What follows belongs to an exercise in optimizing a design on an open flow for small area and a short achievable clock period; a production flow would make more cautious choices.
Function was not checked in any run shown here: the RTL went through the layout flow alone.
Power is estimated from default activity; no workload was simulated.

[flow/run.sh]
#!/bin/bash
# synth_recipe.tcl (not shown) runs the flow's synth.tcl, then flattens the netlist and writes it again
# the make line also repeats each setting of config.mk as NAME=value (left out here)
make -C /OpenROAD-flow-scripts/flow DESIGN_CONFIG=/design/flow/config.mk WORK_HOME=/design/flow/orfs CLKGATE_MAP_FILE= SYNTH_SCRIPT=/design/flow/synth_recipe.tcl finish
[flow/config.mk]
export PLATFORM = sky130hd
export DESIGN_NAME = neural_network
export DESIGN_NICKNAME = neural_network
export VERILOG_FILES = /design/flow/design.v
export SDC_FILE = /design/flow/constraint.sdc
export NUM_CORES = 4
export LEC_CHECK = 0
export CAP_MARGIN = 20
export CORE_MARGIN = 2
export CORE_UTILIZATION = 40
export SETUP_SLACK_MARGIN = 3.5
export SLEW_MARGIN = 20
export SYNTH_HIERARCHICAL = 1
[flow/constraint.sdc]
create_clock -name core_clock -period 9.0 [get_ports {clk}]
set_input_delay 1.8000 -clock core_clock [delete_from_list [all_inputs] [get_ports {clk}]]
set_output_delay 1.8000 -clock core_clock [all_outputs]
set_load 0.01 [all_outputs]
[flow/design.v]
module machine (
    input wire clk,
    input wire reset,
    input wire changes,
    output reg st_in,
    output reg st_buff,
    output reg st_out,
    output wire n_in,
    output wire n_hold,
    output wire n_out,
    output wire p_take,
    output wire p_keep
);
assign n_in = ~st_in | reset;
assign n_hold = ~st_buff | reset;
assign n_out = ~st_out | reset;
assign p_take = ~st_buff | reset;
assign p_keep = st_buff | reset;
reg cur_buff, cur_out;
always @(posedge clk) begin
    if (reset) begin
        cur_buff <= 1'b0;
        cur_out <= 1'b0;
        st_in <= 1'b1;
        st_buff <= 1'b0;
        st_out <= 1'b0;
    end else begin
        if (changes) begin
            cur_buff <= ~cur_buff;
            cur_out <= cur_buff;
        end
        st_in <= ~(cur_buff | cur_out);
        st_buff <= cur_buff;
        st_out <= cur_out;
    end
end
endmodule
module shift_register_inputs (
    input wire clk,
    input wire n_in,
    input wire n_hold,
    input wire n_out,
    input wire [7:0] data_in,
    input wire [1:0] selector_output,
    input wire [7:0] s0, s1, s2, s3,
    input wire [3:0] neg_r,
    output reg [7:0] x0, x1, x2, x3,
    output reg [7:0] network_outputs
);
wire [3:0] kill = neg_r | {4{n_out}};
always @(posedge clk) begin
    x0 <= (~data_in | {8{n_in}}) & (x0 | {8{n_hold}}) & (~s0 | {8{kill[0]}});
    x1 <= (x0 | {8{n_in}}) & (x1 | {8{n_hold}}) & (~s1 | {8{kill[1]}});
    x2 <= (x1 | {8{n_in}}) & (x2 | {8{n_hold}}) & (~s2 | {8{kill[2]}});
    x3 <= (x2 | {8{n_in}}) & (x3 | {8{n_hold}}) & (~s3 | {8{kill[3]}});
end
always @(posedge clk) begin
    case (selector_output)
        2'd0: network_outputs <= ~x0;
        2'd1: network_outputs <= ~x1;
        2'd2: network_outputs <= ~x2;
        default: network_outputs <= ~x3;
    endcase
end
endmodule
module register_parameters (
    input wire clk,
    input wire take,
    input wire keep,
    input wire [7:0] data_in,
    output reg [191:0] p
);
always @(posedge clk)
    p <= ({~data_in, p[191:8]} | {192{take}}) & (p | {192{keep}});
endmodule
module perceptron(
    input [7:0] xn0,
    input [7:0] xn1,
    input [7:0] xn2,
    input [7:0] xn3,
    input [7:0] wn0,
    input [7:0] wn1,
    input [7:0] wn2,
    input [7:0] wn3,
    input [7:0] bn,
    input [7:0] thn,
    output [7:0] s,
    output neg_r
);
wire p0 = ~xn0[0] & ~wn0[0];
wire p1 = ~xn0[0] & ~wn0[1];
wire p2 = ~xn0[0] & ~wn0[2];
wire p3 = ~xn0[0] & ~wn0[3];
wire p4 = ~xn0[0] & ~wn0[4];
wire p5 = ~xn0[0] & ~wn0[5];
wire p6 = ~xn0[0] & ~wn0[6];
wire p7 = ~xn0[0] & ~wn0[7];
wire p8 = ~xn0[1] & ~wn0[0];
wire p9 = ~xn0[1] & ~wn0[1];
wire p10 = ~xn0[1] & ~wn0[2];
wire p11 = ~xn0[1] & ~wn0[3];
wire p12 = ~xn0[1] & ~wn0[4];
wire p13 = ~xn0[1] & ~wn0[5];
wire p14 = ~xn0[1] & ~wn0[6];
wire p15 = ~xn0[2] & ~wn0[0];
wire p16 = ~xn0[2] & ~wn0[1];
wire p17 = ~xn0[2] & ~wn0[2];
wire p18 = ~xn0[2] & ~wn0[3];
wire p19 = ~xn0[2] & ~wn0[4];
wire p20 = ~xn0[2] & ~wn0[5];
wire p21 = ~xn0[3] & ~wn0[0];
wire p22 = ~xn0[3] & ~wn0[1];
wire p23 = ~xn0[3] & ~wn0[2];
wire p24 = ~xn0[3] & ~wn0[3];
wire p25 = ~xn0[3] & ~wn0[4];
wire p26 = ~xn0[4] & ~wn0[0];
wire p27 = ~xn0[4] & ~wn0[1];
wire p28 = ~xn0[4] & ~wn0[2];
wire p29 = ~xn0[4] & ~wn0[3];
wire p30 = ~xn0[5] & ~wn0[0];
wire p31 = ~xn0[5] & ~wn0[1];
wire p32 = ~xn0[5] & ~wn0[2];
wire p33 = ~xn0[6] & ~wn0[0];
wire p34 = ~xn0[6] & ~wn0[1];
wire p35 = ~xn0[7] & ~wn0[0];
wire p36 = ~xn1[0] & ~wn1[0];
wire p37 = ~xn1[0] & ~wn1[1];
wire p38 = ~xn1[0] & ~wn1[2];
wire p39 = ~xn1[0] & ~wn1[3];
wire p40 = ~xn1[0] & ~wn1[4];
wire p41 = ~xn1[0] & ~wn1[5];
wire p42 = ~xn1[0] & ~wn1[6];
wire p43 = ~xn1[0] & ~wn1[7];
wire p44 = ~xn1[1] & ~wn1[0];
wire p45 = ~xn1[1] & ~wn1[1];
wire p46 = ~xn1[1] & ~wn1[2];
wire p47 = ~xn1[1] & ~wn1[3];
wire p48 = ~xn1[1] & ~wn1[4];
wire p49 = ~xn1[1] & ~wn1[5];
wire p50 = ~xn1[1] & ~wn1[6];
wire p51 = ~xn1[2] & ~wn1[0];
wire p52 = ~xn1[2] & ~wn1[1];
wire p53 = ~xn1[2] & ~wn1[2];
wire p54 = ~xn1[2] & ~wn1[3];
wire p55 = ~xn1[2] & ~wn1[4];
wire p56 = ~xn1[2] & ~wn1[5];
wire p57 = ~xn1[3] & ~wn1[0];
wire p58 = ~xn1[3] & ~wn1[1];
wire p59 = ~xn1[3] & ~wn1[2];
wire p60 = ~xn1[3] & ~wn1[3];
wire p61 = ~xn1[3] & ~wn1[4];
wire p62 = ~xn1[4] & ~wn1[0];
wire p63 = ~xn1[4] & ~wn1[1];
wire p64 = ~xn1[4] & ~wn1[2];
wire p65 = ~xn1[4] & ~wn1[3];
wire p66 = ~xn1[5] & ~wn1[0];
wire p67 = ~xn1[5] & ~wn1[1];
wire p68 = ~xn1[5] & ~wn1[2];
wire p69 = ~xn1[6] & ~wn1[0];
wire p70 = ~xn1[6] & ~wn1[1];
wire p71 = ~xn1[7] & ~wn1[0];
wire p72 = ~xn2[0] & ~wn2[0];
wire p73 = ~xn2[0] & ~wn2[1];
wire p74 = ~xn2[0] & ~wn2[2];
wire p75 = ~xn2[0] & ~wn2[3];
wire p76 = ~xn2[0] & ~wn2[4];
wire p77 = ~xn2[0] & ~wn2[5];
wire p78 = ~xn2[0] & ~wn2[6];
wire p79 = ~xn2[0] & ~wn2[7];
wire p80 = ~xn2[1] & ~wn2[0];
wire p81 = ~xn2[1] & ~wn2[1];
wire p82 = ~xn2[1] & ~wn2[2];
wire p83 = ~xn2[1] & ~wn2[3];
wire p84 = ~xn2[1] & ~wn2[4];
wire p85 = ~xn2[1] & ~wn2[5];
wire p86 = ~xn2[1] & ~wn2[6];
wire p87 = ~xn2[2] & ~wn2[0];
wire p88 = ~xn2[2] & ~wn2[1];
wire p89 = ~xn2[2] & ~wn2[2];
wire p90 = ~xn2[2] & ~wn2[3];
wire p91 = ~xn2[2] & ~wn2[4];
wire p92 = ~xn2[2] & ~wn2[5];
wire p93 = ~xn2[3] & ~wn2[0];
wire p94 = ~xn2[3] & ~wn2[1];
wire p95 = ~xn2[3] & ~wn2[2];
wire p96 = ~xn2[3] & ~wn2[3];
wire p97 = ~xn2[3] & ~wn2[4];
wire p98 = ~xn2[4] & ~wn2[0];
wire p99 = ~xn2[4] & ~wn2[1];
wire p100 = ~xn2[4] & ~wn2[2];
wire p101 = ~xn2[4] & ~wn2[3];
wire p102 = ~xn2[5] & ~wn2[0];
wire p103 = ~xn2[5] & ~wn2[1];
wire p104 = ~xn2[5] & ~wn2[2];
wire p105 = ~xn2[6] & ~wn2[0];
wire p106 = ~xn2[6] & ~wn2[1];
wire p107 = ~xn2[7] & ~wn2[0];
wire p108 = ~xn3[0] & ~wn3[0];
wire p109 = ~xn3[0] & ~wn3[1];
wire p110 = ~xn3[0] & ~wn3[2];
wire p111 = ~xn3[0] & ~wn3[3];
wire p112 = ~xn3[0] & ~wn3[4];
wire p113 = ~xn3[0] & ~wn3[5];
wire p114 = ~xn3[0] & ~wn3[6];
wire p115 = ~xn3[0] & ~wn3[7];
wire p116 = ~xn3[1] & ~wn3[0];
wire p117 = ~xn3[1] & ~wn3[1];
wire p118 = ~xn3[1] & ~wn3[2];
wire p119 = ~xn3[1] & ~wn3[3];
wire p120 = ~xn3[1] & ~wn3[4];
wire p121 = ~xn3[1] & ~wn3[5];
wire p122 = ~xn3[1] & ~wn3[6];
wire p123 = ~xn3[2] & ~wn3[0];
wire p124 = ~xn3[2] & ~wn3[1];
wire p125 = ~xn3[2] & ~wn3[2];
wire p126 = ~xn3[2] & ~wn3[3];
wire p127 = ~xn3[2] & ~wn3[4];
wire p128 = ~xn3[2] & ~wn3[5];
wire p129 = ~xn3[3] & ~wn3[0];
wire p130 = ~xn3[3] & ~wn3[1];
wire p131 = ~xn3[3] & ~wn3[2];
wire p132 = ~xn3[3] & ~wn3[3];
wire p133 = ~xn3[3] & ~wn3[4];
wire p134 = ~xn3[4] & ~wn3[0];
wire p135 = ~xn3[4] & ~wn3[1];
wire p136 = ~xn3[4] & ~wn3[2];
wire p137 = ~xn3[4] & ~wn3[3];
wire p138 = ~xn3[5] & ~wn3[0];
wire p139 = ~xn3[5] & ~wn3[1];
wire p140 = ~xn3[5] & ~wn3[2];
wire p141 = ~xn3[6] & ~wn3[0];
wire p142 = ~xn3[6] & ~wn3[1];
wire p143 = ~xn3[7] & ~wn3[0];
wire s0_144, c0_145;
csa_fa u146 (~bn[0], p0, p36, s0_144, c0_145);
wire s0_147, c0_148;
csa_fa u149 (p72, p108, s0_144, s0_147, c0_148);
wire s1_150, c1_151;
csa_fa u152 (~bn[1], p1, p8, s1_150, c1_151);
wire s1_153, c1_154;
csa_fa u155 (p37, p44, p73, s1_153, c1_154);
wire s1_156, c1_157;
csa_fa u158 (p80, p109, p116, s1_156, c1_157);
wire s1_159, c1_160;
csa_fa u161 (c0_145, s1_150, s1_153, s1_159, c1_160);
wire s1_162, c1_163;
csa_fa u164 (s1_156, c0_148, s1_159, s1_162, c1_163);
wire s2_165, c2_166;
csa_fa u167 (~bn[2], p2, p9, s2_165, c2_166);
wire s2_168, c2_169;
csa_fa u170 (p15, p38, p45, s2_168, c2_169);
wire s2_171, c2_172;
csa_fa u173 (p51, p74, p81, s2_171, c2_172);
wire s2_174, c2_175;
csa_fa u176 (p87, p110, p117, s2_174, c2_175);
wire s2_177, c2_178;
csa_fa u179 (p123, c1_151, c1_154, s2_177, c2_178);
wire s2_180, c2_181;
csa_fa u182 (c1_157, s2_165, s2_168, s2_180, c2_181);
wire s2_183, c2_184;
csa_fa u185 (s2_171, s2_174, c1_160, s2_183, c2_184);
wire s2_186, c2_187;
csa_fa u188 (s2_177, s2_180, c1_163, s2_186, c2_187);
wire s3_189, c3_190;
csa_fa u191 (~bn[3], p3, p10, s3_189, c3_190);
wire s3_192, c3_193;
csa_fa u194 (p16, p21, p39, s3_192, c3_193);
wire s3_195, c3_196;
csa_fa u197 (p46, p52, p57, s3_195, c3_196);
wire s3_198, c3_199;
csa_fa u200 (p75, p82, p88, s3_198, c3_199);
wire s3_201, c3_202;
csa_fa u203 (p93, p111, p118, s3_201, c3_202);
wire s3_204, c3_205;
csa_fa u206 (p124, p129, c2_166, s3_204, c3_205);
wire s3_207, c3_208;
csa_fa u209 (c2_169, c2_172, c2_175, s3_207, c3_208);
wire s3_210, c3_211;
csa_fa u212 (s3_189, s3_192, s3_195, s3_210, c3_211);
wire s3_213, c3_214;
csa_fa u215 (s3_198, s3_201, c2_178, s3_213, c3_214);
wire s3_216, c3_217;
csa_fa u218 (c2_181, s3_204, s3_207, s3_216, c3_217);
wire s3_219, c3_220;
csa_fa u221 (s3_210, c2_184, s3_213, s3_219, c3_220);
wire s3_222, c3_223;
csa_fa u224 (s3_216, c2_187, s3_219, s3_222, c3_223);
wire s4_225, c4_226;
csa_fa u227 (~bn[4], p4, p11, s4_225, c4_226);
wire s4_228, c4_229;
csa_fa u230 (p17, p22, p26, s4_228, c4_229);
wire s4_231, c4_232;
csa_fa u233 (p40, p47, p53, s4_231, c4_232);
wire s4_234, c4_235;
csa_fa u236 (p58, p62, p76, s4_234, c4_235);
wire s4_237, c4_238;
csa_fa u239 (p83, p89, p94, s4_237, c4_238);
wire s4_240, c4_241;
csa_fa u242 (p98, p112, p119, s4_240, c4_241);
wire s4_243, c4_244;
csa_fa u245 (p125, p130, p134, s4_243, c4_244);
wire s4_246, c4_247;
csa_fa u248 (c3_190, c3_193, c3_196, s4_246, c4_247);
wire s4_249, c4_250;
csa_fa u251 (c3_199, c3_202, s4_225, s4_249, c4_250);
wire s4_252, c4_253;
csa_fa u254 (s4_228, s4_231, s4_234, s4_252, c4_253);
wire s4_255, c4_256;
csa_fa u257 (s4_237, s4_240, s4_243, s4_255, c4_256);
wire s4_258, c4_259;
csa_fa u260 (c3_205, c3_208, c3_211, s4_258, c4_259);
wire s4_261, c4_262;
csa_fa u263 (s4_246, s4_249, s4_252, s4_261, c4_262);
wire s4_264, c4_265;
csa_fa u266 (s4_255, c3_214, c3_217, s4_264, c4_265);
wire s4_267, c4_268;
csa_fa u269 (s4_258, s4_261, c3_220, s4_267, c4_268);
wire s4_270, c4_271;
csa_fa u272 (s4_264, c3_223, s4_267, s4_270, c4_271);
wire s5_273, c5_274;
csa_fa u275 (~bn[5], p5, p12, s5_273, c5_274);
wire s5_276, c5_277;
csa_fa u278 (p18, p23, p27, s5_276, c5_277);
wire s5_279, c5_280;
csa_fa u281 (p30, p41, p48, s5_279, c5_280);
wire s5_282, c5_283;
csa_fa u284 (p54, p59, p63, s5_282, c5_283);
wire s5_285, c5_286;
csa_fa u287 (p66, p77, p84, s5_285, c5_286);
wire s5_288, c5_289;
csa_fa u290 (p90, p95, p99, s5_288, c5_289);
wire s5_291, c5_292;
csa_fa u293 (p102, p113, p120, s5_291, c5_292);
wire s5_294, c5_295;
csa_fa u296 (p126, p131, p135, s5_294, c5_295);
wire s5_297, c5_298;
csa_fa u299 (p138, c4_226, c4_229, s5_297, c5_298);
wire s5_300, c5_301;
csa_fa u302 (c4_232, c4_235, c4_238, s5_300, c5_301);
wire s5_303, c5_304;
csa_fa u305 (c4_241, c4_244, s5_273, s5_303, c5_304);
wire s5_306, c5_307;
csa_fa u308 (s5_276, s5_279, s5_282, s5_306, c5_307);
wire s5_309, c5_310;
csa_fa u311 (s5_285, s5_288, s5_291, s5_309, c5_310);
wire s5_312, c5_313;
csa_fa u314 (s5_294, c4_247, c4_250, s5_312, c5_313);
wire s5_315, c5_316;
csa_fa u317 (c4_253, c4_256, s5_297, s5_315, c5_316);
wire s5_318, c5_319;
csa_fa u320 (s5_300, s5_303, s5_306, s5_318, c5_319);
wire s5_321, c5_322;
csa_fa u323 (s5_309, c4_259, c4_262, s5_321, c5_322);
wire s5_324, c5_325;
csa_fa u326 (s5_312, s5_315, s5_318, s5_324, c5_325);
wire s5_327, c5_328;
csa_fa u329 (c4_265, s5_321, s5_324, s5_327, c5_328);
wire s5_330, c5_331;
csa_fa u332 (c4_268, s5_327, c4_271, s5_330, c5_331);
wire s6_333, c6_334;
csa_fa u335 (~bn[6], p6, p13, s6_333, c6_334);
wire s6_336, c6_337;
csa_fa u338 (p19, p24, p28, s6_336, c6_337);
wire s6_339, c6_340;
csa_fa u341 (p31, p33, p42, s6_339, c6_340);
wire s6_342, c6_343;
csa_fa u344 (p49, p55, p60, s6_342, c6_343);
wire s6_345, c6_346;
csa_fa u347 (p64, p67, p69, s6_345, c6_346);
wire s6_348, c6_349;
csa_fa u350 (p78, p85, p91, s6_348, c6_349);
wire s6_351, c6_352;
csa_fa u353 (p96, p100, p103, s6_351, c6_352);
wire s6_354, c6_355;
csa_fa u356 (p105, p114, p121, s6_354, c6_355);
wire s6_357, c6_358;
csa_fa u359 (p127, p132, p136, s6_357, c6_358);
wire s6_360, c6_361;
csa_fa u362 (p139, p141, c5_274, s6_360, c6_361);
wire s6_363, c6_364;
csa_fa u365 (c5_277, c5_280, c5_283, s6_363, c6_364);
wire s6_366, c6_367;
csa_fa u368 (c5_286, c5_289, c5_292, s6_366, c6_367);
wire s6_369, c6_370;
csa_fa u371 (c5_295, s6_333, s6_336, s6_369, c6_370);
wire s6_372, c6_373;
csa_fa u374 (s6_339, s6_342, s6_345, s6_372, c6_373);
wire s6_375, c6_376;
csa_fa u377 (s6_348, s6_351, s6_354, s6_375, c6_376);
wire s6_378, c6_379;
csa_fa u380 (s6_357, c5_298, c5_301, s6_378, c6_379);
wire s6_381, c6_382;
csa_fa u383 (c5_304, c5_307, c5_310, s6_381, c6_382);
wire s6_384, c6_385;
csa_fa u386 (s6_360, s6_363, s6_366, s6_384, c6_385);
wire s6_387, c6_388;
csa_fa u389 (s6_369, s6_372, s6_375, s6_387, c6_388);
wire s6_390, c6_391;
csa_fa u392 (c5_313, c5_316, s6_378, s6_390, c6_391);
wire s6_393, c6_394;
csa_fa u395 (c5_319, s6_381, s6_384, s6_393, c6_394);
wire s6_396, c6_397;
csa_fa u398 (s6_387, c5_322, s6_390, s6_396, c6_397);
wire s6_399, c6_400;
csa_fa u401 (c5_325, s6_393, s6_396, s6_399, c6_400);
wire s6_402, c6_403;
csa_fa u404 (c5_328, s6_399, c5_331, s6_402, c6_403);
wire x405;
csa_x u406 (~bn[7], p7, x405);
wire x407;
csa_x u408 (p14, p20, x407);
wire x409;
csa_x u410 (p25, p29, x409);
wire x411;
csa_x u412 (p32, p34, x411);
wire x413;
csa_x u414 (p35, p43, x413);
wire x415;
csa_x u416 (p50, p56, x415);
wire x417;
csa_x u418 (p61, p65, x417);
wire x419;
csa_x u420 (p68, p70, x419);
wire x421;
csa_x u422 (p71, p79, x421);
wire x423;
csa_x u424 (p86, p92, x423);
wire x425;
csa_x u426 (p97, p101, x425);
wire x427;
csa_x u428 (p104, p106, x427);
wire x429;
csa_x u430 (p107, p115, x429);
wire x431;
csa_x u432 (p122, p128, x431);
wire x433;
csa_x u434 (p133, p137, x433);
wire x435;
csa_x u436 (p140, p142, x435);
wire x437;
csa_x u438 (p143, x405, x437);
wire x439;
csa_x u440 (x407, x409, x439);
wire x441;
csa_x u442 (x411, x413, x441);
wire x443;
csa_x u444 (x415, x417, x443);
wire x445;
csa_x u446 (x419, x421, x445);
wire x447;
csa_x u448 (x423, x425, x447);
wire x449;
csa_x u450 (x427, x429, x449);
wire x451;
csa_x u452 (x431, x433, x451);
wire x453;
csa_x u454 (x435, c6_334, x453);
wire x455;
csa_x u456 (c6_337, c6_340, x455);
wire x457;
csa_x u458 (c6_343, c6_346, x457);
wire x459;
csa_x u460 (c6_349, c6_352, x459);
wire x461;
csa_x u462 (c6_355, c6_358, x461);
wire x463;
csa_x u464 (x437, x439, x463);
wire x465;
csa_x u466 (x441, x443, x465);
wire x467;
csa_x u468 (x445, x447, x467);
wire x469;
csa_x u470 (x449, x451, x469);
wire x471;
csa_x u472 (x453, x455, x471);
wire x473;
csa_x u474 (x457, x459, x473);
wire x475;
csa_x u476 (x461, x463, x475);
wire x477;
csa_x u478 (x465, x467, x477);
wire x479;
csa_x u480 (x469, c6_361, x479);
wire x481;
csa_x u482 (c6_364, c6_367, x481);
wire x483;
csa_x u484 (x471, x473, x483);
wire x485;
csa_x u486 (x475, x477, x485);
wire x487;
csa_x u488 (c6_370, c6_373, x487);
wire x489;
csa_x u490 (c6_376, x479, x489);
wire x491;
csa_x u492 (x481, x483, x491);
wire x493;
csa_x u494 (x485, x487, x493);
wire x495;
csa_x u496 (x489, x491, x495);
wire x497;
csa_x u498 (c6_379, c6_382, x497);
wire x499;
csa_x u500 (c6_385, x493, x499);
wire x501;
csa_x u502 (c6_388, x495, x501);
wire x503;
csa_x u504 (x497, x499, x503);
wire x505;
csa_x u506 (x501, x503, x505);
wire x507;
csa_x u508 (c6_391, c6_394, x507);
wire x509;
csa_x u510 (x505, x507, x509);
wire x511;
csa_x u512 (c6_397, x509, x511);
wire x513;
csa_x u514 (x511, c6_400, x513);
wire x515;
csa_x u516 (x513, c6_403, x515);
wire [6:0] ra = {s6_402, s5_330, s4_270, s3_222, s2_183, s1_162, s0_147};
wire [6:0] rb = {1'b0, 1'b0, 1'b0, 1'b0, s2_186, 1'b0, 1'b0};
wire [7:0] lo = {1'b0, ra} + {1'b0, rb};
assign s = {x515 ^ lo[7], lo[6:0]};
wire [7:0] rr = s + thn + 8'd1;
assign neg_r = rr[7];
endmodule
module csa_fa(input a, input b, input c, output s, output co);
assign s = a ^ b ^ c;
assign co = (a & b) | (a & c) | (b & c);
endmodule
module csa_ha(input a, input b, output s, output co);
assign s = a ^ b;
assign co = a & b;
endmodule
module csa_x(input a, input b, output s);
assign s = a ^ b;
endmodule
module neural_network (
    input wire clk,
    input wire reset,
    input wire changes,
    input wire [1:0] selector_output,
    input wire [7:0] data_in,
    output wire [7:0] network_outputs
);
wire st_in, st_buff, st_out;
wire n_in, n_hold, n_out, p_take, p_keep;
machine machine_inst (
    .clk(clk), .reset(reset), .changes(changes),
    .st_in(st_in), .st_buff(st_buff), .st_out(st_out),
    .n_in(n_in), .n_hold(n_hold), .n_out(n_out), .p_take(p_take), .p_keep(p_keep)
);
wire [191:0] p;
register_parameters reg_params_inst (
    .clk(clk), .take(p_take), .keep(p_keep), .data_in(data_in), .p(p)
);
wire [7:0] x0, x1, x2, x3;
wire [7:0] s0, s1, s2, s3;
wire [3:0] neg_r;
shift_register_inputs shift_reg_inst (
    .clk(clk), .n_in(n_in), .n_hold(n_hold), .n_out(n_out),
    .data_in(data_in), .selector_output(selector_output),
    .s0(s0), .s1(s1), .s2(s2), .s3(s3), .neg_r(neg_r),
    .x0(x0), .x1(x1), .x2(x2), .x3(x3),
    .network_outputs(network_outputs)
);
wire [7:0] w00 = p[7:0];
wire [7:0] w01 = p[15:8];
wire [7:0] w02 = p[23:16];
wire [7:0] w03 = p[31:24];
wire [7:0] b0 = p[39:32];
wire [7:0] th0 = p[47:40];
wire [7:0] w10 = p[55:48];
wire [7:0] w11 = p[63:56];
wire [7:0] w12 = p[71:64];
wire [7:0] w13 = p[79:72];
wire [7:0] b1 = p[87:80];
wire [7:0] th1 = p[95:88];
wire [7:0] w20 = p[103:96];
wire [7:0] w21 = p[111:104];
wire [7:0] w22 = p[119:112];
wire [7:0] w23 = p[127:120];
wire [7:0] b2 = p[135:128];
wire [7:0] th2 = p[143:136];
wire [7:0] w30 = p[151:144];
wire [7:0] w31 = p[159:152];
wire [7:0] w32 = p[167:160];
wire [7:0] w33 = p[175:168];
wire [7:0] b3 = p[183:176];
wire [7:0] th3 = p[191:184];
perceptron perceptron0 (.xn0(x0), .xn1(x1), .xn2(x2), .xn3(x3), .wn0(w00), .wn1(w01), .wn2(w02), .wn3(w03), .bn(b0), .thn(th0), .s(s0), .neg_r(neg_r[0]));
perceptron perceptron1 (.xn0(x0), .xn1(x1), .xn2(x2), .xn3(x3), .wn0(w10), .wn1(w11), .wn2(w12), .wn3(w13), .bn(b1), .thn(th1), .s(s1), .neg_r(neg_r[1]));
perceptron perceptron2 (.xn0(x0), .xn1(x1), .xn2(x2), .xn3(x3), .wn0(w20), .wn1(w21), .wn2(w22), .wn3(w23), .bn(b2), .thn(th2), .s(s2), .neg_r(neg_r[2]));
perceptron perceptron3 (.xn0(x0), .xn1(x1), .xn2(x2), .xn3(x3), .wn0(w30), .wn1(w31), .wn2(w32), .wn3(w33), .bn(b3), .thn(th3), .s(s3), .neg_r(neg_r[3]));
endmodule
==> impl_metrics.prom, run 1 <==
# TYPE chip_impl_metric gauge
chip_impl_info{name="outcome",value="complete, no violations"} 1
chip_impl_info{name="cp-end-kind",value="flip-flop"} 1
chip_impl_metric{name="detailedRoute.firstPassIterationCount",unit=""} 5
chip_impl_metric{name="drc",unit=""} 0
chip_impl_metric{name="drt-wirelength-per-cell",unit="um"} 24.7
chip_impl_info{name="tritoncts_clock_tree",value="built"} 1
chip_impl_metric{name="hpwlAfterDp",unit="um"} 41400
chip_impl_metric{name="die_area",unit="mm^2"} 0.0515
chip_impl_metric{name="critPathMaxFanout",unit=""} 8
chip_impl_info{name="critical_path_class",value="flip-flop to flip-flop"} 1
chip_impl_metric{name="dp_worst_setup_slack",unit="ns"} 2.52
chip_impl_metric{name="timing.final.ws_setup",unit="ns"} 3.32
chip_impl_metric{name="grt_overflow_total",unit=""} 0
chip_impl_metric{name="tns",unit="ns"} 0
chip_impl_metric{name="synth_area",unit="mm^2"} 0.0199
chip_impl_metric{name="dieWidth",unit="um"} 227
chip_impl_metric{name="timing.final.hold_violations",unit=""} 0
chip_impl_metric{name="clock_latency",unit="ns"} 0.59
chip_impl_metric{name="depth_of_the_cts_h_tree",unit=""} 1
chip_impl_metric{name="flow.area_growth_from_synthesis",unit="%"} 16.1
chip_impl_metric{name="drv.max_cap_violation_count",unit=""} 0
chip_impl_metric{name="slew_violations",unit=""} 0
chip_impl_metric{name="number_of_warnings_printed_during_yosys_synthesis",unit=""} 9
chip_impl_metric{name="clock_slew_at_the_register_clock_pins_of_the_worst_setup_and_hold_paths",unit="ns"} 0.07
chip_impl_metric{name="grt_max_degree",unit=""} 90
chip_impl_metric{name="via_count_of_the_first_global_routing_pass",unit=""} 16193
chip_impl_metric{name="synthesized_area_per_cell",unit="um^2"} 10.4
chip_impl_metric{name="clockBufferDepth",unit=""} 3
chip_impl_metric{name="drt_first_iter_violations",unit=""} 1419
chip_impl_metric{name="achievable-frequency",unit="MHz"} 176
chip_impl_metric{name="grt_use_total",unit="%"} 26.4
chip_impl_metric{name="post_synthesis_cells",unit=""} 1913
chip_impl_info{name="layout_common_cells",value="sky130_fd_sc_hd__nor2_1 (581), sky130_fd_sc_hd__fa_1 (308), sky130_fd_sc_hd__xor2_1 (236), sky130_fd_sc_hd__o22a_1 (184), sky130_fd_sc_hd__dfxtp_1 (170)"} 1
chip_impl_metric{name="design.core.area",unit="mm^2"} 0.0490
chip_impl_metric{name="via_count",unit=""} 15072
chip_impl_metric{name="grt_first_pass_wirelength",unit="um"} 99500
chip_impl_info{name="hold_class",value="flip-flop to flip-flop"} 1
chip_impl_metric{name="synth.ff_latch_count",unit=""} 237
chip_impl_metric{name="initial_utilization",unit="%"} 40.6
chip_impl_metric{name="place_congestion",unit=""} 0.895
chip_impl_metric{name="postRouteWirelength",unit="um"} 65900
chip_impl_metric{name="max-vdd-ir-drop",unit="mV"} 0.130
chip_impl_metric{name="post_drt_antenna_nets",unit=""} 0
chip_impl_metric{name="finalSetupViolCount",unit=""} 0
chip_impl_metric{name="fillcell_total",unit=""} 4424
chip_impl_metric{name="post-route-period-util",unit="%"} 63.1
chip_impl_metric{name="slew-limit-headroom",unit="%"} 42.7
chip_impl_metric{name="core.rowCount",unit=""} 81
chip_impl_metric{name="cp_data_required_time",unit="ns"} 9.49
chip_impl_metric{name="p_leak",unit="nW"} 11.2
chip_impl_metric{name="tritoncts.num_buffers",unit=""} 28
chip_impl_metric{name="post_route_cells_drive_above_1_share",unit="%"} 16.5
chip_impl_metric{name="design.final.nets",unit=""} 2381
chip_impl_metric{name="die_height",unit="um"} 227
chip_impl_metric{name="finClkSkew",unit="ns"} 0.0325
chip_impl_metric{name="diodes",unit=""} 0
chip_impl_metric{name="yosysUniqueCellTypes",unit=""} 31
chip_impl_metric{name="cts_hold_repair.buffers",unit=""} 0
chip_impl_info{name="critical_path.startpoint_type",value="flip-flop"} 1
chip_impl_metric{name="worstPathArrival",unit="ns"} 6.17
chip_impl_info{name="layout_commonest_cell",value="sky130_fd_sc_hd__nor2_1"} 1
chip_impl_metric{name="cts.sink_count",unit=""} 237
chip_impl_metric{name="synth_fp_nets",unit=""} 2310
chip_impl_metric{name="post_layout_min_period",unit="ns"} 5.68
chip_impl_metric{name="power_density_cells",unit="mW/mm^2"} 105
chip_impl_metric{name="synth_sequential_area_ratio",unit="%"} 23.9
chip_impl_info{name="clockRootBuffer",value="sky130_fd_sc_hd__clkbuf_16"} 1
chip_impl_metric{name="antenna_violations_before_repair",unit=""} 0
chip_impl_metric{name="placement.io_buffers",unit=""} 20
chip_impl_metric{name="timing_worst_slew_pin_value",unit="ns"} 0.858
chip_impl_metric{name="num_io_pins",unit=""} 21
chip_impl_metric{name="viasPerCell",unit=""} 5.65
chip_impl_info{name="grt_setup_unrepaired",value="yes"} 1
chip_impl_metric{name="finish.utilization",unit="%"} 47.1
[flip-flops by register name, summed over array words and instances (netlist names), 8 cells and up]
register / count
reg_params_inst.p: 192
shift_reg_inst.network_outputs: 8
shift_reg_inst.x0: 8
shift_reg_inst.x1: 8
shift_reg_inst.x2: 8
shift_reg_inst.x3: 8
[per-module statistics from Yosys (local to each module, per instance), a selection]
module / cells inside / area, um^2
csa_fa: 1 / 20.0
csa_x: 1 / 8.76
machine: 17 / 179
shift_register_inputs: 133 / 1450
perceptron: 189 / 866
register_parameters: 435 / 5850
[kinds of logic after synthesis]
| group | Yosys count | synth area share (%) |
|---|---|---|
| compound gates | 269 | 10.9 |
| mux | 9 | 0.957 |
| buf+inv | 133 | 3.59 |
| fa+ha+maj | 384 | 37.3 |
| simple gates | 632 | 12.1 |
| flops | 237 | 23.9 |
| xor+xnor | 249 | 11.3 |
[synthesized netlist by cell type, drive strengths merged]
cell / number / area [um^2]
a211oi: 8 / 80.1
a21o: 8 / 60.1
a21oi: 32 / 160
a221oi: 8 / 70.1
buf: 57 / 427
clkbuf: 34 / 129
dfxtp: 237 / 4740
fa: 348 / 6970
ha: 36 / 450
inv: 42 / 158
mux2i: 1 / 10.0
mux4: 8 / 180
nand2: 4 / 15.0
nand2b: 3 / 18.8
nand3: 8 / 40.0
nand4: 4 / 25.0
nor2: 610 / 2290
nor2b: 2 / 12.5
o21ai: 4 / 20.0
o21bai: 1 / 7.51
o22a: 184 / 1610
o22ai: 24 / 150
or2: 1 / 6.26
xnor2: 9 / 78.8
xnor3: 4 / 90.1
xor2: 236 / 2070
[final timing paths]
| check | from | end | slack (ns) | cells after the start |
|---|---|---|---|---|
| worst max-delay path | shift_reg_inst.x0[0] | shift_reg_inst.x0[4] | 3.32 | 18 |
| worst min-delay path | machine_inst.cur_out | machine_inst.st_in | 0.46 | 1 |
| worst max register to register | shift_reg_inst.x0[0] | shift_reg_inst.x0[4] | 3.32 | 18 |
| worst min register to register | machine_inst.cur_out | machine_inst.st_in | 0.46 | 1 |
[power breakdown]
group	total, W	internal (W)	switching (W)
Clock	0.00109	0.000610	0.000479
Sequential	0.00109	0.00106	0.0000267
Combinational	0.000238	0.0000926	0.000145
Total	0.00241	0.00176	0.000651
[layer usage]
| layer | global-route usage [%] | up-vias | share of wire, % |
|---|---|---|---|
| met3 | 6.49 | 184 | 9.2 |
| met4 | 12.8 | 0 | 5.5 |
| met2 | 42.4 | 745 | 46 |
| met1 | 33.4 | 7739 | 39 |
| li1 | - | 6404 | - |
| met5 | 0 | - | 0 |
[stage by stage]
step,cell area [um^2],cells,hold slack (ns),power (W)
global route,23100,2667,0.486,0.00248
global placement,20500,2525,0.432,0.00126
CTS,22800,2656,0.462,0.00242
detailed placement,20500,2525,0.449,0.00126
finish,23100,2667,0.455,0.00241
floorplan,20000,1913,0.419,0.00119
[critical path: stages (launching register included)]
cell and delay (ns):
sky130_fd_sc_hd__dfxtp_4 0.39, sky130_fd_sc_hd__buf_8 0.14, sky130_fd_sc_hd__buf_8 0.14, sky130_fd_sc_hd__nor2_4 0.04
sky130_fd_sc_hd__fa_1 0.54, sky130_fd_sc_hd__fa_1 0.46, sky130_fd_sc_hd__fa_1 0.50, sky130_fd_sc_hd__fa_1 0.52
sky130_fd_sc_hd__fa_1 0.43, sky130_fd_sc_hd__fa_2 0.35, sky130_fd_sc_hd__fa_2 0.57, sky130_fd_sc_hd__xnor2_2 0.12
sky130_fd_sc_hd__ha_1 0.27, sky130_fd_sc_hd__nand4_1 0.09, sky130_fd_sc_hd__a211oi_2 0.04, sky130_fd_sc_hd__a211oi_2 0.24
sky130_fd_sc_hd__xor2_1 0.27, sky130_fd_sc_hd__nor2_4 0.13, sky130_fd_sc_hd__a221oi_2 0.32
[area by class of cell]
class	count	area [um^2]	share of cell area, %
clock buffer	35	737	3.19
tap	664	831	3.60
inverter	42	158	0.683
clock inverter	14	125	0.542
sequential	237	4890	21.2
multi-input combinational	1543	14800	64.0
timing repair buffer	132	1580	6.83
[what timing repair did]
action | 4_1_cts | 5_1_grt
resized for setup | 151 | 56
pin swaps | 56 | 40
setup buffers | 80 | 9
hold endpoints to repair | 0 | 0
endpoints found under the setup margin | 32 | 32
cloned | 2 | 0
==> inputs of run 2 (changes only) <==
--- a/flow/design.v
+++ b/flow/design.v
@@ -517,12 +517,28 @@
 csa_x u514 (x511, c6_400, x513);
 wire x515;
 csa_x u516 (x513, c6_403, x515);
+wire ts2_517, tc2_518;
+csa_fa u519 (s2_183, s2_186, thn[2], ts2_517, tc2_518);
+wire ts3_520, tc3_521;
+csa_fa u522 (s3_222, thn[3], tc2_518, ts3_520, tc3_521);
+wire ts4_523, tc4_524;
+csa_fa u525 (s4_270, thn[4], tc3_521, ts4_523, tc4_524);
+wire ts5_526, tc5_527;
+csa_fa u528 (s5_330, thn[5], tc4_524, ts5_526, tc5_527);
+wire ts6_529, tc6_530;
+csa_fa u531 (s6_402, thn[6], tc5_527, ts6_529, tc6_530);
+wire tx532;
+csa_x u533 (x515, thn[7], tx532);
+wire tx534;
+csa_x u535 (tx532, tc6_530, tx534);
 wire [6:0] ra = {s6_402, s5_330, s4_270, s3_222, s2_183, s1_162, s0_147};
 wire [6:0] rb = {1'b0, 1'b0, 1'b0, 1'b0, s2_186, 1'b0, 1'b0};
 wire [7:0] lo = {1'b0, ra} + {1'b0, rb};
 assign s = {x515 ^ lo[7], lo[6:0]};
-wire [7:0] rr = s + thn + 8'd1;
-assign neg_r = rr[7];
+wire [6:0] ta = {ts6_529, ts5_526, ts4_523, ts3_520, ts2_517, s1_162, s0_147};
+wire [6:0] tb = {1'b0, 1'b0, 1'b0, 1'b0, 1'b0, thn[1], thn[0]};
+wire [7:0] tl = {1'b0, ta} + {1'b0, tb} + 8'd1;
+assign neg_r = tx534 ^ tl[7];
 endmodule
 module csa_fa(input a, input b, input c, output s, output co);
 assign s = a ^ b ^ c;
--- a/flow/config.mk
+++ b/flow/config.mk
@@ -8,6 +8,6 @@
 export CAP_MARGIN = 20
 export CORE_MARGIN = 2
 export CORE_UTILIZATION = 40
-export SETUP_SLACK_MARGIN = 3.5
+export SETUP_SLACK_MARGIN = 4.5
 export SLEW_MARGIN = 20
 export SYNTH_HIERARCHICAL = 1
==> run 2 against run 1 <==
Effect of this change: still clean on timing, DRC and antenna; power increased by 7.2%; first-iteration DRC count rose by 1.5%; maximum frequency up 1.5%; critical endpoint is now shift_reg_inst.x2[0]; largest cell class unchanged; largest power group is now the clock network.
==> impl_metrics.prom, run 2 <==
# TYPE chip_impl_metric gauge
chip_impl_info{name="outcome",value="complete, no violations"} 1
chip_impl_metric{name="post-layout-total-power",unit="W"} 0.00259
chip_impl_metric{name="drt-wirelength-per-cell",unit="um"} 25.7
chip_impl_metric{name="max-vdd-ir-drop",unit="mV"} 0.0931
chip_impl_metric{name="clock_slew_at_the_register_clock_pins_of_the_worst_setup_and_hold_paths",unit="ns"} 0.06
chip_impl_metric{name="post-route-period-util",unit="%"} 62.2
chip_impl_metric{name="final-instance-count-excl-fill",unit=""} 2687
chip_impl_info{name="layout_commonest_cell",value="sky130_fd_sc_hd__nor2_1"} 1
chip_impl_metric{name="dieWidth",unit="um"} 227
chip_impl_metric{name="place_congestion",unit=""} 0.902
chip_impl_metric{name="number_of_warnings_printed_during_yosys_synthesis",unit=""} 9
chip_impl_metric{name="achievable-frequency",unit="MHz"} 179
chip_impl_metric{name="placement.io_buffers",unit=""} 20
chip_impl_metric{name="slew-limit-headroom",unit="%"} 30.5
chip_impl_metric{name="postRouteWirelength",unit="um"} 69100
chip_impl_metric{name="depth_of_the_cts_h_tree",unit=""} 1
chip_impl_metric{name="timing_worst_slew_pin_value",unit="ns"} 1.04
chip_impl_metric{name="grt_first_pass_wirelength",unit="um"} 104000
chip_impl_metric{name="synth.ff_latch_count",unit=""} 237
chip_impl_metric{name="drt_first_iter_violations",unit=""} 1440
chip_impl_metric{name="power.share.combinational",unit="%"} 10.0
chip_impl_metric{name="diodes",unit=""} 0
chip_impl_metric{name="viasPerCell",unit=""} 5.66
chip_impl_metric{name="p_clk_share",unit="%"} 47.9
chip_impl_metric{name="finClkSkew",unit="ns"} 0.0175
chip_impl_metric{name="synth_edf_count",unit=""} 0
chip_impl_metric{name="post_route_cells_drive_above_1_share",unit="%"} 25.0
chip_impl_metric{name="worstPathArrival",unit="ns"} 6.06
chip_impl_metric{name="die_area",unit="mm^2"} 0.0514
chip_impl_info{name="largest-register",value="reg_params_inst.p"} 1
chip_impl_metric{name="via_count_of_the_first_global_routing_pass",unit=""} 16408
chip_impl_metric{name="grt_max_degree",unit=""} 218
chip_impl_info{name="layout_common_cells",value="sky130_fd_sc_hd__nor2_1 (532), sky130_fd_sc_hd__fa_1 (256), sky130_fd_sc_hd__xor2_1 (240), sky130_fd_sc_hd__o22a_1 (184), sky130_fd_sc_hd__dfxtp_1 (162)"} 1
chip_impl_metric{name="post_layout_min_period",unit="ns"} 5.59
chip_impl_metric{name="via_count",unit=""} 15214
chip_impl_metric{name="initial_utilization",unit="%"} 40.5
chip_impl_info{name="cp-end-kind",value="flip-flop"} 1
chip_impl_metric{name="design.core.area",unit="mm^2"} 0.0490
chip_impl_metric{name="tritoncts.num_buffers",unit=""} 29
chip_impl_metric{name="grt_overflow_total",unit=""} 0
chip_impl_metric{name="clockBufferDepth",unit=""} 3
chip_impl_metric{name="finish.instance_area",unit="mm^2"} 0.0241
chip_impl_metric{name="p_leak",unit="nW"} 11.1
chip_impl_info{name="hold_class",value="flip-flop to flip-flop"} 1
chip_impl_metric{name="tns",unit="ns"} 0
chip_impl_metric{name="yosysUniqueCellTypes",unit=""} 28
chip_impl_metric{name="cp_data_required_time",unit="ns"} 9.47
chip_impl_info{name="netlist_top_cells_count",value="sky130_fd_sc_hd__nor2_1 (602), sky130_fd_sc_hd__fa_1 (368), sky130_fd_sc_hd__xor2_1 (240)"} 1
chip_impl_metric{name="design.final.nets",unit=""} 2394
chip_impl_info{name="synthMostInstantiatedCell",value="sky130_fd_sc_hd__nor2_1"} 1
chip_impl_metric{name="flow.area_growth_from_synthesis",unit="%"} 21.2
chip_impl_metric{name="synth_area",unit="mm^2"} 0.0198
chip_impl_metric{name="synth_async_sr_flop_share",unit="%"} 0
chip_impl_metric{name="grt_use_total",unit="%"} 27.5
chip_impl_metric{name="core.rowCount",unit=""} 81
chip_impl_metric{name="synth_fp_nets",unit=""} 2286
chip_impl_info{name="synth.area.top_cells",value="sky130_fd_sc_hd__fa_1 (37%), sky130_fd_sc_hd__dfxtp_1 (24%), sky130_fd_sc_hd__nor2_1 (11%)"} 1
chip_impl_metric{name="synth_sequential_area_ratio",unit="%"} 23.9
chip_impl_metric{name="antenna_violations_before_repair",unit=""} 1
chip_impl_info{name="yosys.area.top_type",value="sky130_fd_sc_hd__fa_1"} 1
chip_impl_metric{name="clock_latency",unit="ns"} 0.59
chip_impl_metric{name="placed_cells_incl_taps",unit=""} 2493
chip_impl_metric{name="post_synthesis_cells",unit=""} 1893
chip_impl_metric{name="slew_violations",unit=""} 0
chip_impl_metric{name="power_report.internal_total",unit="W"} 0.00190
chip_impl_metric{name="largest_register_ffs",unit=""} 192
chip_impl_metric{name="drc",unit=""} 0
chip_impl_info{name="tritoncts_clock_tree",value="built"} 1
chip_impl_metric{name="post_drt_antenna_nets",unit=""} 0
chip_impl_metric{name="num_io_pins",unit=""} 21
chip_impl_info{name="critical_path.startpoint_type",value="flip-flop"} 1
chip_impl_metric{name="drv.max_cap_violation_count",unit=""} 0
chip_impl_metric{name="detailedRoute.firstPassIterationCount",unit=""} 7
chip_impl_metric{name="power_density_cells",unit="mW/mm^2"} 107
chip_impl_metric{name="die_height",unit="um"} 227
chip_impl_metric{name="critPathMaxFanout",unit=""} 5
chip_impl_metric{name="net-switching-power",unit="W"} 0.000688
chip_impl_metric{name="cts.sink_count",unit=""} 237
chip_impl_info{name="clockRootBuffer",value="sky130_fd_sc_hd__clkbuf_16"} 1
chip_impl_metric{name="timing.final.hold_violations",unit=""} 0
chip_impl_metric{name="post-synth-top-area-fraction",unit="%"} 37.1
chip_impl_metric{name="finalSetupViolCount",unit=""} 0
chip_impl_metric{name="power.switching_fraction",unit="%"} 26.6
chip_impl_metric{name="sequentialPowerShare",unit="%"} 42.1
chip_impl_info{name="critical_path_class",value="flip-flop to flip-flop"} 1
chip_impl_metric{name="hpwlAfterDp",unit="um"} 41100
chip_impl_info{name="postSynth.topFlopCell",value="sky130_fd_sc_hd__dfxtp_1"} 1
chip_impl_metric{name="cts_hold_repair.buffers",unit=""} 0
chip_impl_info{name="grt_setup_unrepaired",value="yes"} 1
chip_impl_metric{name="synthesized_area_per_cell",unit="um^2"} 10.5
chip_impl_metric{name="postPlaceCellArea",unit="mm^2"} 0.0207
run 2: cell count changes in the layout (fill, tap and decap cells not counted), moves of 10 or more:
| cell | before | now |
|---|---|---|
| sky130_fd_sc_hd__nor2_2 | 22 | 52 |
| sky130_fd_sc_hd__ha_1 | 36 | 12 |
| sky130_fd_sc_hd__a21oi_1 | 25 | 10 |
| sky130_fd_sc_hd__a21oi_2 | 7 | 22 |
| sky130_fd_sc_hd__dfxtp_4 | 23 | 33 |
| sky130_fd_sc_hd__nor2_1 | 581 | 532 |
| sky130_fd_sc_hd__fa_1 | 308 | 256 |
| sky130_fd_sc_hd__buf_4 | 64 | 81 |
| sky130_fd_sc_hd__fa_2 | 40 | 112 |
| sky130_fd_sc_hd__nor2_4 | 7 | 18 |
| sky130_fd_sc_hd__buf_12 | 28 | 46 |
run 2: power groups by stage:
| stage | combinational (W) | clock [W] | sequential (W) |
|---|---|---|---|
| finish | 0.000258 | 0.00124 | 0.00109 |
| global route | 0.000264 | 0.00129 | 0.00109 |
| CTS | 0.000247 | 0.00125 | 0.00109 |
| detailed placement | 0.0000986 | 0 | 0.00116 |
| global placement | 0.0000969 | 0 | 0.00116 |
| floorplan | 0.0000855 | 0 | 0.00111 |
run 2: cell type report:
class / count / area, um^2
Clock buffer: 38 / 831
Clock inverter: 15 / 175
Sequential cell: 237 / 4920
Fill cell: 4354 / 24900
Inverter: 42 / 158
Timing Repair Buffer: 168 / 2030
Multi-Input combinational cell: 1523 / 15100
Tap cell: 664 / 831
run 2: path summary, 6_finish.rpt:
check / start / to / slack (ns) / cells after the start
max: shift_reg_inst.x0[3] / shift_reg_inst.x2[0] / 3.41 / 17
min: machine_inst.cur_out / machine_inst.st_in / 0.45 / 1
max reg2reg: shift_reg_inst.x0[3] / shift_reg_inst.x2[0] / 3.41 / 17
min reg2reg: machine_inst.cur_out / machine_inst.st_in / 0.45 / 1
run 2: logic make-up (layout without fill, tap and decap cells):
family / after synthesis / count (layout) / synth area share (%)
XOR/XNOR: 253 / 253 / 11.2
AND/OR/NAND/NOR: 624 / 624 / 12.0
adder cells (fa/ha/maj): 380 / 380 / 37.9
flip-flops: 237 / 237 / 23.9
multiplexers: 9 / 9 / 0.958
buffers and inverters: 133 / 263 / 3.59
AO/OA/AOI/OAI: 257 / 257 / 10.5
run 2: layer usage:
metal / wire length [um] / GRT usage [%]
met3: 5750 / 5.71
met1: 27100 / 35.1
met2: 33000 / 45.2
met5: 0 / 0
met4: 3350 / 12.2
run 2: timing repair:
action / 4_1_cts / 5_1_grt
gates cloned: 1 / 0
setup endpoints to repair: 32 / 32
gates resized for setup: 182 / 61
setup buffers: 135 / 5
pin swaps: 76 / 44
run 2: critical path: stages, from the launching register on:
cell and delay, ns:
sky130_fd_sc_hd__dfxtp_4 0.42, sky130_fd_sc_hd__buf_12 0.16, sky130_fd_sc_hd__buf_12 0.13, sky130_fd_sc_hd__nor2_4 0.03, sky130_fd_sc_hd__fa_1 0.50, sky130_fd_sc_hd__fa_1 0.60
sky130_fd_sc_hd__fa_1 0.44, sky130_fd_sc_hd__fa_1 0.47, sky130_fd_sc_hd__fa_1 0.51, sky130_fd_sc_hd__fa_2 0.47, sky130_fd_sc_hd__fa_2 0.41, sky130_fd_sc_hd__fa_1 0.49
sky130_fd_sc_hd__and3_4 0.18, sky130_fd_sc_hd__o2111ai_4 0.11, sky130_fd_sc_hd__xnor2_2 0.16, sky130_fd_sc_hd__nor2_2 0.18, sky130_fd_sc_hd__buf_6 0.16, sky130_fd_sc_hd__a21oi_2 0.05
run 2: stage by stage:
stage          setup WS [ns]  hold WS, ns  utilization (%)
2_1_floorplan           3.74        0.419                -
3_3_place_gp            2.90        0.439             42.3
3_5_place_dp            2.79        0.437             42.3
4_1_cts                 3.47        0.450             48.7
5_1_grt                 3.26        0.476             49.2
6_report                3.41        0.447             49.2
run 2: modules after synthesis, one instance, submodules excluded, a selection:
module                 area, um^2  flip-flops and latches
csa_fa                       20.0                       0
csa_x                        8.76                       0
machine                       179                       5
perceptron                    743                       0
register_parameters          5850                     192
shift_register_inputs        1450                      40

## port drivers added, routing unchanged
The flow's constraints put no driver on any port. The routed layouts listed below were extracted and timed again, unchanged, in two steps.
Step 1 assumes that a clkbuf_16 drives the clock port and a buf_2 every other input.
Step 2, shift: input delay + t, output delay - t, t = (earliest + latest rising clock arrival at the registers) / 2. This alone moves slack from input paths to output paths.
Slacks: ideal ports / drivers / drivers and shift; pairs: ideal ports / drivers.
run | shift t [ns] | setup WS [ns] | clock arrival spread, ns | slew at the worst register clock pin (ns) | pins driven straight from the clock port
run 1 | 0.623 | 3.323 / 3.323 / 3.323 | 0.033 / 0.034 | 0.07 / 0.07 | 1
run 2 | 0.634 | 3.406 / 3.406 / 3.406 | 0.018 / 0.018 | 0.06 / 0.06 | 1
After both steps setup and hold are still met in every run listed.
